Background: an optimization exercise with open tools, aiming at small area and a short achievable clock period. Do not read the settings as production practice. The RTL was checked by simulation tests, not by an equivalence proof against the original design. Power figures rest on the tool's default switching activity, not on a simulated workload.

==> design/flow/design.v <==
/*verilator lint_off MULTITOP*/
module num_rpad #(
    parameter int IN_WIDTH  = 32,
    parameter int OUT_WIDTH = 32
) (
    input  logic [ IN_WIDTH-1:0] in,
    output logic [OUT_WIDTH-1:0] out
);
  localparam int EXTEND = OUT_WIDTH - IN_WIDTH;
  assign out = {in, {EXTEND{1'b0}}};
endmodule
module num_sneg #(
    parameter int WIDTH = 32
) (
    input  logic signed [WIDTH-1:0] in,
    output logic signed [WIDTH-1:0] out
);
  assign out = -in;
endmodule
module num_sabs #(
    parameter int WIDTH = 32
) (
    input  logic signed [WIDTH-1:0] in,
    output logic signed [WIDTH-1:0] out
);
  assign out = in[WIDTH-1] ? -in : in;
endmodule
module num_min #(
    parameter int WIDTH = 32
) (
    input  logic [WIDTH-1:0] left,
    input  logic [WIDTH-1:0] right,
    output logic [WIDTH-1:0] out
);
  assign out = (left < right) ? left : right;
endmodule
module num_max #(
    parameter int WIDTH = 32
) (
    input  logic [WIDTH-1:0] left,
    input  logic [WIDTH-1:0] right,
    output logic [WIDTH-1:0] out
);
  assign out = (left > right) ? left : right;
endmodule
module num_smin #(
    parameter int WIDTH = 32
) (
    input  logic signed [WIDTH-1:0] left,
    input  logic signed [WIDTH-1:0] right,
    output logic signed [WIDTH-1:0] out
);
  assign out = (left < right) ? left : right;
endmodule
module num_smax #(
    parameter int WIDTH = 32
) (
    input  logic signed [WIDTH-1:0] left,
    input  logic signed [WIDTH-1:0] right,
    output logic signed [WIDTH-1:0] out
);
  assign out = (left > right) ? left : right;
endmodule
module num_ssignbit #(
    parameter int WIDTH = 32
) (
    input logic signed [WIDTH-1:0] in,
    output logic out
);
  assign out = in[WIDTH-1];
endmodule
module num_sadd #(
    parameter int LEFT_WIDTH = 32,
    parameter int LEFT_LSB = 0,
    parameter int RIGHT_WIDTH = 32,
    parameter int RIGHT_LSB = 0,
    parameter int OUT_WIDTH = 33
) (
    input  logic signed [ LEFT_WIDTH-1:0] left,
    input  logic signed [RIGHT_WIDTH-1:0] right,
    output logic signed [  OUT_WIDTH-1:0] out
);
  logic signed [  LEFT_LSB+LEFT_WIDTH-1:0] left_aligned;
  logic signed [RIGHT_LSB+RIGHT_WIDTH-1:0] right_aligned;
  assign left_aligned = {left, {LEFT_LSB{1'b0}}};
  assign right_aligned = {right, {RIGHT_LSB{1'b0}}};
  assign out = left_aligned + right_aligned;
endmodule
module num_smul #(
    parameter int LEFT_WIDTH = 32,
    parameter int RIGHT_WIDTH = 32,
    parameter int OUT_WIDTH = 64,
    parameter int OUT_LSB = 0
) (
    input  logic signed [ LEFT_WIDTH-1:0] left,
    input  logic signed [RIGHT_WIDTH-1:0] right,
    input  logic                          go,
    input  logic                          reset,
    input  logic                          clk,
    output logic signed [  OUT_WIDTH-1:0] out,
    output logic                          done
);
  logic [1:0] done_buffer;
  assign done = done_buffer[1];
  logic signed [       LEFT_WIDTH-1:0] left_tmp;
  logic signed [      RIGHT_WIDTH-1:0] right_tmp;
  logic signed [OUT_LSB+OUT_WIDTH-1:0] out_tmp;
  assign out = out_tmp[OUT_LSB+OUT_WIDTH-1:OUT_LSB];
  always_ff @(posedge clk) begin
    if (go) begin
      done_buffer[0] <= 1;
      done_buffer[1] <= done_buffer[0];
    end else begin
      done_buffer <= 0;
    end
  end
  always_ff @(posedge clk) begin
    if (!reset && go) begin
      left_tmp  <= left;
      right_tmp <= right;
    end else begin
      left_tmp  <= 0;
      right_tmp <= 0;
    end
  end
  always_ff @(posedge clk) begin
    if (reset) begin
      out_tmp <= 0;
    end else if (go) begin
      out_tmp <= left_tmp * right_tmp;
    end else begin
      out_tmp <= out_tmp;
    end
  end
endmodule
module smul_q31 (
    input  logic        clk,
    input  logic        reset,
    input  logic        go,
    input  logic [31:0] left,
    input  logic [31:0] right,
    output logic [31:0] out,
    output logic        done
);
  num_smul #(
      .LEFT_WIDTH (32),
      .RIGHT_WIDTH(32),
      .OUT_WIDTH  (32),
      .OUT_LSB    (31)
  ) mul (
      .left (left),
      .right(right),
      .go   (go),
      .reset(reset),
      .clk  (clk),
      .out  (out),
      .done (done)
  );
endmodule
==> design/flow/run.sh <==
#!/bin/bash
# synth_recipe.tcl (not shown) runs the flow's synth.tcl, then flattens the netlist and writes it again
# the make line also repeats each setting of config.mk as NAME=value (left out here)
make -C /OpenROAD-flow-scripts/flow DESIGN_CONFIG=/design/flow/config.mk WORK_HOME=/design/flow/orfs CLKGATE_MAP_FILE= SYNTH_SCRIPT=/design/flow/synth_recipe.tcl finish
==> design/flow/config.mk <==
export PLATFORM = sky130hd
export DESIGN_NAME = smul_q31
export DESIGN_NICKNAME = smul_q31
export VERILOG_FILES = /design/flow/design.v
export SDC_FILE = /design/flow/constraint.sdc
export NUM_CORES = 4
export LEC_CHECK = 0
export CAP_MARGIN = 20
export CORE_MARGIN = 2
export CORE_UTILIZATION = 45
export SETUP_SLACK_MARGIN = 2.5
export SLEW_MARGIN = 20
==> design/flow/constraint.sdc <==
create_clock -name core_clock -period 8.0 [get_ports {clk}]
set_input_delay 1.6000 -clock core_clock [delete_from_list [all_inputs] [get_ports {clk}]]
set_output_delay 1.6000 -clock core_clock [all_outputs]
set_load 0.01 [all_outputs]
==> summary.txt <==
syn nets approximately 5,300; Synth Warn # 1; count of pins over their slew limit 0; cell mode on critical path fa_1; routability cong. 0.8639; worst skew pair latency 430 ps; RR Startpoint mul.right_tmp[5]; Post-Route Setup TNS 0 ps; sequential share of the synthesized area 0.05103; worst IR drop on VDD 0.1334 mV; number of synthesized flops with an enable pin 0; Final Skew 26.67 ps; I/O pins 100; R2R cell count 26; launch point of the worst path mul.right_tmp[5]; syn avg cell area 9.540 sq um; count leader, synth fa_1; number of port buffers 99; crit start category register; Routed Antenna Nets 0; largest net degree at the start of global routing 51; RSZ-0062 raised after global routing yes; core area 84,880 sq um; R2R setup slack 400 ps; share of cells above drive strength 1 0.1426; DIE WIDTH just under 300 um; highest fanout seen on the critical path 32; CTS H-Tree Depth 3; Tcrit/Tclk final 0.9503; final wirelength between 100 and 150 mm; crit path to mul.out_tmp[60]; vias per cell 5.092; top cells by area, synth fa_1 (56%), and2_1 (9.6%), inv_1 (9.5%); Synth top area share 0.5582; DR DRC count 0; required time worst endpoint 8300 ps; Max-Cap Viols 0; CTS tree yes; Post-synth top cells fa_1 (1,072), inv_1 (969), and2_1 (590), nand2_1 (513), clkbuf_1 (210); cell taking the most area after synthesis fa_1; CP Capture Type register; worst path arrival time 7900 ps; layout net count 5,528; Area Overhead vs Synth 16.86%; CP top delay family adder cells; Root Buffer clkbuf_16; clk slew on worst S/H paths 100 ps; 1st-pass router iterations 5; first-pass GRT wire length 172.3 mm; Setup Viol. Count Final 0; total global-route track usage 0.2628; initial antenna violation count 8; Netlist cell types a little under 70; clk sinks 98; met1 Use GR 0.3214; WHS 440.9 ps; Gate Count Post-Synth around 4,000; fin crit period ~7600 ps; vias 27,306; Initial Util 0.4529; total die area 87,790 sq um; grt met2 use 0.4759; CTS buffer count 9; Die H 296.3 um; ys flop type dfxtp_1; CP Buf/Inv Count 9; critical path class reg2reg; Remaining Overflow, GRT 0; Seq cells post-synth 98; FP Rows 107; Slowest-stage cell, CP fa_1; Leakage approximately 22 nW; status timing/DRC/antenna clean; worst reg2reg path endpoint mul.out_tmp[60]; ys async rst share 0; pwr dens 78.59 nW/um^2; vias in the first global route 30,110; GRT busiest layer met2; number of cells on the critical path 26; # hold bufs at CTS 0; CTS Buffer Depth 2; Final Hold Fails 0; max incr delay on CP about 620 ps; M3 GR Usage 0.02637; HPWL after DPL 85.70 mm; Mapped Area 38,450 sq um; Util after Layout 0.5293; post-DR wirelength/cell 20.52 um; DRT iter0 DRCs 1,474; relative slew slack 0.5657; Worst-Margin Slew 650.3 ps; Peak Freq 131.5 MHz; Hold Crit Class reg2reg
[cell usage in the layout (no fill, tap or decap), drive strengths merged, types with 9 or more instances in the layout]
master / n
a211oi: 9
a21o: 24
a21oi: 53
a31oi: 9
and2: 591
and3: 10
buf: 277
clkbuf: 13
clkdlybuf4s50: 97
dfxtp: 98
fa: 1072
ha: 178
inv: 970
mux2i: 17
nand2: 513
nand2b: 14
nand3: 14
nand4: 14
nor2: 35
nor2b: 27
nor3: 13
nor3b: 13
o21ai: 27
o21bai: 13
xnor2: 33
[what timing repair did]
item / in CTS / in global routing
buffers inserted: 75 / 49
pin swaps: 91 / 97
cloned: 10 / 4
resized for setup: 194 / 104
setup endpoints to repair: 32 / 32
[layer usage]
metal / part of all wire / wire length (um)
met1: 0.39 / 42680
met2: 0.53 / 58570
met4: 0.044 / 4790
met5: 0.00011 / 12
met3: 0.037 / 4020
[power by group]
group          switching [mW]  internal, mW
Combinational            1.33          1.08
Sequential             0.0719         0.537
Clock                   0.292         0.221
Total                    1.70          1.84
[kinds of logic (layout without fill, tap and decap cells)]
family | after synthesis | after routing | synth area share
mux | 17 | 17 | 0.004426
simple gates | 1261 | 1261 | 0.1700
fa+ha+maj | 1250 | 1250 | 0.6161
other cells | 0 | 3 | 0
xor+xnor | 40 | 40 | 0.009113
compound gates | 181 | 181 | 0.03372
flops | 98 | 98 | 0.05103
buf+inv | 1183 | 1369 | 0.1155
[state kept, by name, summed over array words and instances (netlist names)]
signal	cells
mul.done_buffer	2
mul.left_tmp	32
mul.out_tmp	32
mul.right_tmp	32
[how the worst min path moves through the flow]
stage                        from  slack, ps                  to  cells after the start
2_1_floorplan  mul.done_buffer[0]        410  mul.done_buffer[1]                      1
3_3_place_gp   mul.done_buffer[0]        420  mul.done_buffer[1]                      1
3_5_place_dp   mul.done_buffer[0]        420  mul.done_buffer[1]                      1
4_1_cts        mul.done_buffer[0]        440  mul.done_buffer[1]                      1
5_1_grt        mul.done_buffer[0]        460  mul.done_buffer[1]                      1
6_report       mul.done_buffer[0]        440  mul.done_buffer[1]                      1
[through the flow]
step                power [mW]  setup WS, ps  cell area (sq um)  std cells
CTS                      3.512         414.4              44040       5307
floorplan                2.070         385.9              39660       4030
global placement         2.814         82.88              42130       5206
finish                   3.531         397.4              44930       5363
global route             3.819         162.5              44930       5362
detailed placement       2.825         61.20              42130       5206
[cell type report]
| type | count | area (sq um) |
|---|---|---|
| antenna | 3 | 7.507 |
| clock buffer | 9 | 225.2 |
| clock inverter | 7 | 71.32 |
| fill | 7841 | 39950 |
| inverter | 969 | 3645 |
| multi-input combinational | 2749 | 33220 |
| sequential | 98 | 2136 |
| tap | 1144 | 1431 |
| timing repair buffer | 384 | 4192 |

-- afterwards: timing with drivers on the ports --
How much do the figures lean on ideal ports? The routed layout below was timed once more, with nothing changed but the port constraints.
Step 1 assumes that a clkbuf_16 drives the clock port and a buf_2 every other input.
Step 2 moves the port delays by t, midway between the first and last clock arrival at a register: inputs arrive t later, outputs are due t later. That takes back most of the time a late clock gives input paths.
Three values: no drivers, after step 1, after step 2; two values: the first two.
t, ns: 0.488
setup WS [ns]: 0.397 / 0.397 / 0.397
worst setup path at the end: register to register
worst slew at a driven data input, ns: 0.04
pins driven straight from the clock port: 1
After both steps this run still meets setup and hold. For this run, drivers alone change the setup slack by 0.000 ns; drivers and shift together by 0.000 ns.
